What follows belongs to an exercise in optimizing a design on an open flow for a short achievable clock period and few clock cycles; a production flow would make more cautious choices. RTL that was checked went through simulation tests only; none was proved equivalent to the original.

==> job 8191 <==
==> flow/design.v <==
module MY32CPU_top(
	input CLK,
	input RST,
	output [4:0] imem_addr,
	input [31:0] imem_data,
	output reg_we,
	output [4:0] reg_waddr,
	output [31:0] reg_wdata,
	output mem_we,
	output [4:0] mem_addr,
	output [31:0] mem_wdata,
	output [9:0] LEDR
);
	integer i, j;
	reg rst_q;
	reg [31:0] R [1:15];    
	reg [31:0] M [0:31];    
	reg [15:0] nz;          
	reg [31:0] Mnz;         
	reg [9:0]  led;         
	reg [31:0] C  [0:31];   
	reg [4:0]  T  [0:31];   
	reg [31:0] V;           
	reg [31:0] BR;          
	reg [31:0] PT;          
	reg [4:0]  NX [0:31];   
	reg [31:0] QB;          
	reg [31:0] Q1;          
	reg [31:0] Q2;          
	reg [31:0] QP1;         
	reg [31:0] QP2;         
	reg        fp_v;
	reg [4:0]  fp_pc;
	reg [31:0] fp_inst;
	reg [31:0] P;           
	reg [4:0]  n_nx [0:31];
	reg [31:0] n_qb, n_q1, n_q2, n_qp1, n_qp2;
	reg [4:0]  k1, k2;
	always @(*) begin
		for (i = 0; i < 32; i = i + 1)
			P[i] = PT[i] & nz[C[i][24:21]];
		for (i = 0; i < 32; i = i + 1) begin
			k1 = i + 1;
			k2 = i + 2;
			n_qb[i] = V[i] & BR[i];
			n_q1[i] = V[i] & ~BR[i] & V[k1] & BR[k1];
			n_q2[i] = n_q1[i] & ~P[k1] & V[k2] & BR[k2];
			n_qp1[i] = BR[i] ? P[i] : P[k1];
			n_qp2[i] = P[k2];
			if (n_qb[i])
				n_nx[i] = P[i] ? T[i] : i + 1;
			else if (n_q2[i])
				n_nx[i] = P[k2] ? T[k2] : i + 3;
			else if (n_q1[i])
				n_nx[i] = P[k1] ? T[k1] : i + 2;
			else
				n_nx[i] = i + 1;
		end
	end
	reg [4:0] pc;
	assign imem_addr = pc;
	wire [4:0] pc1 = pc + 5'd1;
	wire [4:0] pc2 = pc + 5'd2;
	wire [4:0] pc3 = pc + 5'd3;
	wire        h0  = V[pc];
	wire [31:0] c0  = C[pc];
	wire [4:0]  rs0 = c0[25:21];
	wire [4:0]  rs1 = C[pc1][25:21];
	wire [4:0]  rs2 = C[pc2][25:21];
	wire [4:0]  t0  = T[pc];
	wire [4:0]  t1  = T[pc1];
	wire [4:0]  t2  = T[pc2];
	wire [31:0] i0 = h0 ? c0 : imem_data;
	reg  [15:0] f_rsoh, f_rtoh;
	always @(*)
		for (i = 0; i < 16; i = i + 1) begin
			f_rsoh[i] = (i0[25:21] == i) & (i != 0);
			f_rtoh[i] = (i0[20:16] == i) & (i != 0);
		end
	wire       fbub  = h0 & QB[pc];
	wire       fold1 = h0 & Q1[pc];
	wire       fold2 = h0 & Q2[pc];
	wire       fp1   = QP1[pc];
	wire       fp2   = QP2[pc];
	wire [4:0] f_next = h0 ? NX[pc] : pc1;
	wire       f_hasbr = fbub | fold1;
	wire [4:0] f_brs1  = fbub ? rs0 : rs1;
	wire [4:0] f_alt1  = fbub ? (fp1 ? pc1 : t0) : (fp1 ? pc2 : t1);
	wire [4:0] f_alt2  = fp2 ? pc3 : t2;
	reg        d_valid;
	reg [31:0] d_inst;
	reg [4:0]  d_pc;
	reg        d_fbr, d_pred1, d_br2, d_pred2;
	reg [15:0] d_rsoh, d_rtoh;
	reg [4:0]  d_brs1, d_alt1, d_brs2, d_alt2;
	wire [5:0] d_op = d_inst[31:26];
	wire [4:0] d_rs = d_inst[25:21];
	wire [4:0] d_rt = d_inst[20:16];
	wire [4:0] d_rd = d_inst[15:11];
	wire [5:0] d_fn = d_inst[5:0];
	wire d_isbr = (d_op == 6'b000111);
	wire d_isr  = (d_op == 6'b000000);
	wire d_issw = (d_op == 6'b101011);
	wire d_islw = (d_op == 6'b100011);
	wire d_rsok = (d_rs != 5'd0) & ~d_rs[4];
	wire d_rtok = (d_rt != 5'd0) & ~d_rt[4];
	wire [4:0] d_tgt = d_pc + d_inst[4:0];
	wire d_mbr   = d_isbr & ~d_fbr;
	wire d_bpred = d_rsok & nz[d_rs[3:0]];
	wire [4:0] d_dest = d_isr ? d_rd : d_rt;
	wire d_wr   = ~d_isbr & ~d_issw;
	wire d_wreg = d_wr & (d_dest != 5'd0) & ~d_dest[4];
	wire d_hasbr = d_isbr | d_fbr;
	wire [4:0] d_b1s  = d_mbr ? d_rs : d_brs1;
	wire d_b1p = d_mbr ? d_bpred : d_pred1;
	wire [4:0] d_b1a = d_mbr ? (d_bpred ? d_pc + 5'd1 : d_tgt) : d_alt1;
	wire d_sub = d_isr & ((d_fn == 6'b101011) | (d_fn == 6'b100100));
	wire d_or  = d_isr & (d_fn == 6'b100101);
	reg        e_valid;
	reg [31:0] e_a, e_bx, e_sd;
	reg        e_sub, e_or, e_lw, e_sw, e_wr, e_wreg;
	reg [4:0]  e_dest;
	reg [15:0] e_wsel;
	reg [4:0]  e_maddr;
	reg        e_br1, e_pred1, e_dep1, e_br2, e_pred2, e_dep2;
	reg [4:0]  e_brs1, e_alt1, e_brs2, e_alt2;
	wire [31:0] e_sum = e_a + e_bx + {31'd0, e_sub};
	wire [31:0] e_ld  = M[e_maddr];
	wire [31:0] e_res = e_lw ? e_ld : e_or ? (e_a | e_bx) : e_sum;
	wire [31:0] e_k     = {e_a[30:0] | e_bx[30:0], e_sub};
	wire        e_zadd  = ~|(e_a ^ e_bx ^ e_k);
	wire        e_resnz = e_lw ? Mnz[e_maddr] : e_or ? |(e_a | e_bx) : ~e_zadd;
	wire e_c1 = e_dep1 ? e_resnz : ((e_brs1[4] | (e_brs1 == 5'd0)) ? 1'b0 : nz[e_brs1[3:0]]);
	wire e_c2 = e_dep2 ? e_resnz : ((e_brs2[4] | (e_brs2 == 5'd0)) ? 1'b0 : nz[e_brs2[3:0]]);
	wire e_mis1 = e_br1 & (e_c1 != e_pred1);
	wire e_mis2 = e_br2 & (e_c2 != e_pred2);
	reg        mis_q;
	reg [4:0]  alt_q;
	wire e_live = e_valid & ~mis_q;
	wire squash = e_live & (e_mis1 | e_mis2);
	wire [4:0] e_alt = e_mis1 ? e_alt1 : e_alt2;
	wire d_redir = d_valid & ~mis_q & d_mbr & d_bpred;
	reg        w_we;
	reg [4:0]  w_dest;
	reg [14:0] w_sel;
	reg [31:0] w_res;
	reg [31:0] rf_a, rf_b;
	always @(*) begin
		rf_a = 32'd0;
		rf_b = 32'd0;
		for (i = 1; i < 16; i = i + 1) begin
			rf_a = rf_a | (R[i] & {32{d_rsoh[i]}});
			rf_b = rf_b | (R[i] & {32{d_rtoh[i]}});
		end
	end
	wire bype_a = e_valid & e_wreg & (e_dest == d_rs);
	wire bype_b = e_valid & e_wreg & (e_dest == d_rt);
	wire bypw_a = w_we & (w_dest == d_rs);
	wire bypw_b = w_we & (w_dest == d_rt);
	wire [31:0] d_a  = bype_a ? e_res : bypw_a ? w_res : rf_a;
	wire [31:0] d_bv = bype_b ? e_res : bypw_b ? w_res : rf_b;
	wire [31:0] d_imm = {26'd0, d_inst[5:0]};
	reg        o_reg_we, o_mem_we;
	reg [4:0]  o_waddr, o_maddr;
	reg [31:0] o_wdata, o_mwdata;
	assign reg_we    = o_reg_we;
	assign reg_waddr = o_waddr;
	assign reg_wdata = o_wdata;
	assign mem_we    = o_mem_we;
	assign mem_addr  = o_maddr;
	assign mem_wdata = o_mwdata;
	assign LEDR      = led;
	always @(posedge CLK) begin
		rst_q <= RST;
		if (RST) begin
			pc <= 5'd0;
			V <= 32'd0;
			fp_v <= 1'b0;
			d_valid <= 1'b0;
			e_valid <= 1'b0;
			mis_q <= 1'b0;
			o_reg_we <= 1'b0;
			o_mem_we <= 1'b0;
			led <= 10'd0;
		end else begin
			fp_v <= ~h0;
			if (fp_v) V[fp_pc] <= 1'b1;
			pc <= mis_q ? alt_q : d_redir ? d_tgt : f_next;
			d_valid <= ~mis_q & ~d_redir;
			e_valid <= d_valid & ~mis_q;
			mis_q <= squash;
			o_reg_we <= e_live & e_wr;
			o_mem_we <= e_live & e_sw;
			if (e_live & e_sw & (e_maddr == 5'd0)) led <= e_sd[9:0];
		end
	end
	always @(posedge CLK) begin
		if (rst_q) begin
			nz <= 16'd0;
			Mnz <= 32'd0;
			for (i = 1; i < 16; i = i + 1) R[i] <= 32'd0;
			for (i = 0; i < 32; i = i + 1) M[i] <= 32'd0;
		end else begin
			for (i = 1; i < 16; i = i + 1) begin
				if (e_live & e_wsel[i]) nz[i] <= e_resnz;
				if (w_we & w_sel[i - 1]) R[i] <= w_res;
			end
			if (e_live & e_sw) begin
				M[e_maddr] <= e_sd;
				Mnz[e_maddr] <= |e_sd;
			end
		end
	end
	always @(posedge CLK) begin
		fp_pc <= pc;
		fp_inst <= imem_data;
		if (fp_v) begin
			C[fp_pc] <= fp_inst;
			BR[fp_pc] <= (fp_inst[31:26] == 6'b000111);
			PT[fp_pc] <= (fp_inst[25:21] != 5'd0) & ~fp_inst[25];
			T[fp_pc] <= fp_pc + fp_inst[4:0];
		end
		for (i = 0; i < 32; i = i + 1) NX[i] <= n_nx[i];
		QB <= n_qb;
		Q1 <= n_q1;
		Q2 <= n_q2;
		QP1 <= n_qp1;
		QP2 <= n_qp2;
		d_inst <= i0;
		d_pc <= pc;
		d_fbr <= f_hasbr;
		d_brs1 <= f_brs1;
		d_pred1 <= fp1;
		d_alt1 <= f_alt1;
		d_br2 <= fold2;
		d_brs2 <= rs2;
		d_pred2 <= fp2;
		d_alt2 <= f_alt2;
		d_rsoh <= f_rsoh;
		d_rtoh <= f_rtoh;
		e_a <= d_a;
		e_bx <= d_isr ? (d_bv ^ {32{d_sub}}) : d_imm;
		e_sd <= d_bv;
		e_sub <= d_sub;
		e_or <= d_or;
		e_lw <= d_islw;
		e_sw <= d_issw;
		e_wr <= d_wr;
		e_wreg <= d_wreg;
		e_dest <= d_dest;
		for (i = 0; i < 16; i = i + 1) e_wsel[i] <= d_wreg & (d_dest[3:0] == i);
		e_maddr <= d_a[4:0] + d_inst[4:0];
		e_br1 <= d_hasbr;
		e_pred1 <= d_b1p;
		e_brs1 <= d_b1s;
		e_alt1 <= d_b1a;
		e_dep1 <= d_wreg & (d_dest == d_b1s);
		e_br2 <= d_br2;
		e_pred2 <= d_pred2;
		e_brs2 <= d_brs2;
		e_alt2 <= d_alt2;
		e_dep2 <= d_wreg & (d_dest == d_brs2);
		alt_q <= e_alt;
		w_we <= e_live & e_wreg;
		w_dest <= e_dest;
		for (i = 1; i < 16; i = i + 1) w_sel[i - 1] <= e_wsel[i];
		if (e_live & e_wreg) w_res <= e_res;
		o_waddr <= e_dest;
		o_wdata <= e_res;
		o_maddr <= e_maddr;
		o_mwdata <= e_sd;
	end
endmodule
==> flow/flow/run.sh <==
#!/bin/bash
# Standard ORFS layout, with timing repair aiming at a setup slack margin well above the
# default so that the layout is optimised for a short achieved period. The SDC is the standard flow's.
set -euo pipefail
MARGIN=${MARGIN:-7.5}
bash standard.sh SETUP_SLACK_MARGIN=$MARGIN finish > make_finish.log 2>&1
==> flow/standard.sh <==
#!/bin/bash
# synth_recipe.tcl (not shown) runs the flow's synth.tcl, then flattens the netlist and writes it again
# the make line also repeats each setting of config.mk as NAME=value (left out here)
make -C /OpenROAD-flow-scripts/flow DESIGN_CONFIG=/design/flow/config.mk WORK_HOME=/design/flow/orfs CLKGATE_MAP_FILE= SYNTH_SCRIPT=/design/flow/synth_recipe.tcl "${@:-finish}"
==> flow/config.mk <==
export PLATFORM = sky130hd
export DESIGN_NAME = MY32CPU_top
export DESIGN_NICKNAME = MY32CPU_top
export VERILOG_FILES = /design/flow/design.v
export SDC_FILE = /design/flow/constraint.sdc
export NUM_CORES = 4
export LEC_CHECK = 0
export ABC_CLOCK_PERIOD_IN_PS = 3000
export CAP_MARGIN = 20
export CORE_MARGIN = 2
export CORE_UTILIZATION = 40
export PLACE_DENSITY = 0.6
export SLEW_MARGIN = 20
==> flow/constraint.sdc <==
create_clock -name core_clock -period 11.0 [get_ports {CLK}]
set_input_delay 2.2000 -clock core_clock [delete_from_list [all_inputs] [get_ports {CLK}]]
set_output_delay 2.2000 -clock core_clock [all_outputs]
set_load 0.01 [all_outputs]
==> job 6082 (differences from job 8191) <==
--- a/flow/design.v
+++ b/flow/design.v
@@ -18,3 +18,2 @@
 	reg [15:0] nz;          
-	reg [31:0] Mnz;         
 	reg [9:0]  led;         
@@ -26,2 +25,3 @@
 	reg [4:0]  NX [0:31];   
+	reg [31:0] NH;          
 	reg [31:0] QB;          
@@ -36,2 +36,4 @@
 	reg [4:0]  n_nx [0:31];
+	reg [31:0] n_nh;
+	reg [31:0] VT;          
 	reg [31:0] n_qb, n_q1, n_q2, n_qp1, n_qp2;
@@ -39,4 +41,6 @@
 	always @(*) begin
-		for (i = 0; i < 32; i = i + 1)
+		for (i = 0; i < 32; i = i + 1) begin
 			P[i] = PT[i] & nz[C[i][24:21]];
+			VT[i] = V[T[i]];
+		end
 		for (i = 0; i < 32; i = i + 1) begin
@@ -49,10 +53,15 @@
 			n_qp2[i] = P[k2];
-			if (n_qb[i])
+			if (n_qb[i]) begin
 				n_nx[i] = P[i] ? T[i] : i + 1;
-			else if (n_q2[i])
+				n_nh[i] = P[i] ? VT[i] : V[k1];
+			end else if (n_q2[i]) begin
 				n_nx[i] = P[k2] ? T[k2] : i + 3;
-			else if (n_q1[i])
+				n_nh[i] = P[k2] ? VT[k2] : V[(i + 3) % 32];
+			end else if (n_q1[i]) begin
 				n_nx[i] = P[k1] ? T[k1] : i + 2;
-			else
+				n_nh[i] = P[k1] ? VT[k1] : V[k2];
+			end else begin
 				n_nx[i] = i + 1;
+				n_nh[i] = V[k1];
+			end
 		end
@@ -60,3 +69,4 @@
 	reg [4:0] pc;
-	assign imem_addr = pc;
+	reg [4:0] ia;
+	assign imem_addr = ia;
 	wire [4:0] pc1 = pc + 5'd1;
@@ -64,3 +74,4 @@
 	wire [4:0] pc3 = pc + 5'd3;
-	wire        h0  = V[pc];
+	reg         hq;
+	wire        h0  = hq;
 	wire [31:0] c0  = C[pc];
@@ -108,3 +119,2 @@
 	wire d_mbr   = d_isbr & ~d_fbr;
-	wire d_bpred = d_rsok & nz[d_rs[3:0]];
 	wire [4:0] d_dest = d_isr ? d_rd : d_rt;
@@ -114,4 +124,4 @@
 	wire [4:0] d_b1s  = d_mbr ? d_rs : d_brs1;
-	wire d_b1p = d_mbr ? d_bpred : d_pred1;
-	wire [4:0] d_b1a = d_mbr ? (d_bpred ? d_pc + 5'd1 : d_tgt) : d_alt1;
+	wire d_dep1 = d_wreg & (d_dest == d_b1s);
+	wire d_dep2 = d_wreg & (d_dest == d_brs2);
 	wire d_sub = d_isr & ((d_fn == 6'b101011) | (d_fn == 6'b100100));
@@ -124,2 +134,3 @@
 	reg [4:0]  e_maddr;
+	reg [31:0] e_moh;       
 	reg        e_br1, e_pred1, e_dep1, e_br2, e_pred2, e_dep2;
@@ -127,18 +138,10 @@
 	wire [31:0] e_sum = e_a + e_bx + {31'd0, e_sub};
-	wire [31:0] e_ld  = M[e_maddr];
+	reg  [31:0] e_ld;
+	always @(*) begin
+		e_ld = 32'd0;
+		for (i = 0; i < 32; i = i + 1)
+			e_ld = e_ld | (M[i] & {32{e_moh[i]}});
+	end
 	wire [31:0] e_res = e_lw ? e_ld : e_or ? (e_a | e_bx) : e_sum;
-	wire [31:0] e_k     = {e_a[30:0] | e_bx[30:0], e_sub};
-	wire        e_zadd  = ~|(e_a ^ e_bx ^ e_k);
-	wire        e_resnz = e_lw ? Mnz[e_maddr] : e_or ? |(e_a | e_bx) : ~e_zadd;
-	wire e_c1 = e_dep1 ? e_resnz : ((e_brs1[4] | (e_brs1 == 5'd0)) ? 1'b0 : nz[e_brs1[3:0]]);
-	wire e_c2 = e_dep2 ? e_resnz : ((e_brs2[4] | (e_brs2 == 5'd0)) ? 1'b0 : nz[e_brs2[3:0]]);
-	wire e_mis1 = e_br1 & (e_c1 != e_pred1);
-	wire e_mis2 = e_br2 & (e_c2 != e_pred2);
-	reg        mis_q;
-	reg [4:0]  alt_q;
-	wire e_live = e_valid & ~mis_q;
-	wire squash = e_live & (e_mis1 | e_mis2);
-	wire [4:0] e_alt = e_mis1 ? e_alt1 : e_alt2;
-	wire d_redir = d_valid & ~mis_q & d_mbr & d_bpred;
-	reg        w_we;
+	reg        w_live, w_we;
 	reg [4:0]  w_dest;
@@ -146,2 +149,29 @@
 	reg [31:0] w_res;
+	reg        w_br1, w_pred1, w_dep1, w_br2, w_pred2, w_dep2;
+	reg [4:0]  w_brs1, w_alt1, w_brs2, w_alt2;
+	wire w_resnz = |w_res;
+	wire w_c1 = w_dep1 ? w_resnz : ((w_brs1[4] | (w_brs1 == 5'd0)) ? 1'b0 : nz[w_brs1[3:0]]);
+	wire w_c2 = w_dep2 ? w_resnz : ((w_brs2[4] | (w_brs2 == 5'd0)) ? 1'b0 : nz[w_brs2[3:0]]);
+	wire w_mis1 = w_br1 & (w_c1 != w_pred1);
+	wire w_mis2 = w_br2 & (w_c2 != w_pred2);
+	wire squash = w_live & (w_mis1 | w_mis2);
+	wire [4:0] w_alt = w_mis1 ? w_alt1 : w_alt2;
+	wire e_live = e_valid & ~squash;
+	wire e_wlive = e_valid & e_wreg;
+	wire d_cur1 = ~d_b1s[4] & (d_b1s != 5'd0) &
+	              ((w_we & (w_dest == d_b1s)) ? w_resnz : nz[d_b1s[3:0]]);
+	wire d_cur2 = ~d_brs2[4] & (d_brs2 != 5'd0) &
+	              ((w_we & (w_dest == d_brs2)) ? w_resnz : nz[d_brs2[3:0]]);
+	wire d_p1   = d_mbr ? 1'b0 : d_pred1;
+	wire d_chk1 = d_hasbr & ~d_dep1 & ~(e_wlive & (e_dest == d_b1s));
+	wire d_chk2 = d_br2 & ~d_dep2 & ~(e_wlive & (e_dest == d_brs2));
+	wire d_mis1 = d_chk1 & (d_cur1 != d_p1);
+	wire d_mis2 = d_chk2 & (d_cur2 != d_pred2);
+	wire [4:0] d_a1 = d_mbr ? d_tgt : d_alt1;
+	wire d_redir = d_valid & ~squash & (d_mis1 | d_mis2);
+	wire [4:0] d_rtgt = d_mis1 ? d_a1 : d_alt2;
+	wire d_b1p = d_chk1 ? d_cur1 : d_p1;
+	wire d_b2p = d_chk2 ? d_cur2 : d_pred2;
+	wire [4:0] d_b1a = d_mbr ? ((d_chk1 & d_cur1) ? d_pc + 5'd1 : d_tgt) : d_alt1;
+	wire d_b2v = d_br2 & ~d_mis1;
 	reg [31:0] rf_a, rf_b;
@@ -162,2 +192,3 @@
 	wire [31:0] d_imm = {26'd0, d_inst[5:0]};
+	wire [4:0]  d_maddr = d_a[4:0] + d_inst[4:0];
 	reg        o_reg_we, o_mem_we;
@@ -176,2 +207,4 @@
 			pc <= 5'd0;
+			ia <= 5'd0;
+			hq <= 1'b0;
 			V <= 32'd0;
@@ -180,3 +213,4 @@
 			e_valid <= 1'b0;
-			mis_q <= 1'b0;
+			w_live <= 1'b0;
+			w_we <= 1'b0;
 			o_reg_we <= 1'b0;
@@ -187,9 +221,13 @@
 			if (fp_v) V[fp_pc] <= 1'b1;
-			pc <= mis_q ? alt_q : d_redir ? d_tgt : f_next;
-			d_valid <= ~mis_q & ~d_redir;
-			e_valid <= d_valid & ~mis_q;
-			mis_q <= squash;
+			pc <= squash ? w_alt : d_redir ? d_rtgt : f_next;
+			ia <= (d_redir & ~squash) ? d_rtgt : squash ? w_alt : f_next;
+			hq <= squash ? (w_mis1 ? V[w_alt1] : V[w_alt2]) :
+			      d_redir ? (d_mis1 ? V[d_a1] : V[d_alt2]) : hq ? NH[pc] : V[pc1];
+			d_valid <= ~squash & ~d_redir;
+			e_valid <= d_valid & ~squash;
+			w_live <= e_live;
+			w_we <= e_live & e_wreg;
 			o_reg_we <= e_live & e_wr;
 			o_mem_we <= e_live & e_sw;
-			if (e_live & e_sw & (e_maddr == 5'd0)) led <= e_sd[9:0];
+			if (e_live & e_sw & e_moh[0]) led <= e_sd[9:0];
 		end
@@ -199,3 +237,2 @@
 			nz <= 16'd0;
-			Mnz <= 32'd0;
 			for (i = 1; i < 16; i = i + 1) R[i] <= 32'd0;
@@ -204,9 +241,7 @@
 			for (i = 1; i < 16; i = i + 1) begin
-				if (e_live & e_wsel[i]) nz[i] <= e_resnz;
+				if (w_we & w_sel[i - 1]) nz[i] <= w_resnz;
 				if (w_we & w_sel[i - 1]) R[i] <= w_res;
 			end
-			if (e_live & e_sw) begin
-				M[e_maddr] <= e_sd;
-				Mnz[e_maddr] <= |e_sd;
-			end
+			for (i = 0; i < 32; i = i + 1)
+				if (e_live & e_sw & e_moh[i]) M[i] <= e_sd;
 		end
@@ -223,2 +258,3 @@
 		for (i = 0; i < 32; i = i + 1) NX[i] <= n_nx[i];
+		NH <= n_nh;
 		QB <= n_qb;
@@ -251,3 +287,4 @@
 		for (i = 0; i < 16; i = i + 1) e_wsel[i] <= d_wreg & (d_dest[3:0] == i);
-		e_maddr <= d_a[4:0] + d_inst[4:0];
+		e_maddr <= d_maddr;
+		for (i = 0; i < 32; i = i + 1) e_moh[i] <= (d_maddr == i);
 		e_br1 <= d_hasbr;
@@ -256,10 +293,18 @@
 		e_alt1 <= d_b1a;
-		e_dep1 <= d_wreg & (d_dest == d_b1s);
-		e_br2 <= d_br2;
-		e_pred2 <= d_pred2;
+		e_dep1 <= d_dep1;
+		e_br2 <= d_b2v;
+		e_pred2 <= d_b2p;
 		e_brs2 <= d_brs2;
 		e_alt2 <= d_alt2;
-		e_dep2 <= d_wreg & (d_dest == d_brs2);
-		alt_q <= e_alt;
-		w_we <= e_live & e_wreg;
+		e_dep2 <= d_dep2;
+		w_br1 <= e_br1;
+		w_pred1 <= e_pred1;
+		w_dep1 <= e_dep1;
+		w_brs1 <= e_brs1;
+		w_alt1 <= e_alt1;
+		w_br2 <= e_br2;
+		w_pred2 <= e_pred2;
+		w_dep2 <= e_dep2;
+		w_brs2 <= e_brs2;
+		w_alt2 <= e_alt2;
 		w_dest <= e_dest;
--- a/flow/flow/run.sh
+++ b/flow/flow/run.sh
@@ -4,3 +4,3 @@
 set -euo pipefail
-MARGIN=${MARGIN:-7.5}
+MARGIN=${MARGIN:-7.35}
 bash standard.sh SETUP_SLACK_MARGIN=$MARGIN finish > make_finish.log 2>&1
--- a/flow/config.mk
+++ b/flow/config.mk
@@ -7,3 +7,3 @@
 export LEC_CHECK = 0
-export ABC_CLOCK_PERIOD_IN_PS = 3000
+export ABC_CLOCK_PERIOD_IN_PS = 1500
 export CAP_MARGIN = 20
==> qor summary <==
	job 6082	job 8191
Run status	did not finish	finished clean
Last stage reached	5_1_grt	-
Post-Synthesis Cells	15.29k	11.95k
Multiplexer fraction of the synthesized cell area	16.07%	15.30%
Setup Slack @ Placement	4.547 ns	5.431 ns
Count of flip-flops with a built-in enable after synthesis	1120	2144
Most used standard cell by instance count after synthesis	nand2_1	edfxtp_1
Count of state elements after synthesis	3465	3406
Simple logic cell fraction of the synthesized area	13.02%	11.53%
Die Span X	632.3 µm	621.7 µm
Post-synth top flop	dfxtp_1	edfxtp_1
Post-synthesis cell type count	93	91
DP Area	163900 µm²	159500 µm²
Standard-cell row count	230	226
Number of cells after detailed placement	19.54k	16.40k
Routability congestion estimate	1.002	0.9571
Synth Area in Compound Gates	14.36%	9.573%
Initial Utilization	40.20%	40.22%
Share of Yosys cell area claimed by the top area cell type	29.73%	42.18%
Adder-cell share of the synthesized area	0.7686%	0.8361%
Mapped Area	157900 µm²	152600 µm²
Sequential-to-total area share from yosys stat	51.03%	58.73%
Post-detail-place hpwl	383300 µm	349500 µm
CTS Sinks	3465	3406
YS warnings	5	4
Xor-xnor portion of the synthesized cell area	0.6046%	0.6771%
Net count of the mapped netlist	15.42k	12.09k
Number of buffers inserted during clock tree synthesis	361	362
Testbench counts of job 8191, summed over its fixed seeds: cycles 16,612.
Function not checked in job 6082: the RTL went through the layout flow alone.

port drivers added, routing unchanged:
Ports are ideal in the flow. The routed layout listed here was re-timed in OpenROAD.
Step 1 sets driving cells, clkbuf_16 on the clock port and buf_2 on the other inputs (assumed; they add their load-dependent delay and slew).
Step 2 times the ports against the registers' clock, not the clock port: input delays grow and output delays shrink by t, the midpoint of the rising clock arrivals with the driver on.
Three values: ideal ports, drivers, drivers and shift; two values: the first two.
run: job 8191
t, ns: 1.038
setup WS [ns]: 7.232 / 7.126 / 6.892
hold slack, ns: 0.327 / 0.327 / 0.327
latest minus earliest clock arrival (ns): 0.091 / 0.091
After both steps job 8191 still meets setup and hold. For job 8191, drivers alone change the setup slack by -0.106 ns; drivers and shift together by -0.340 ns.
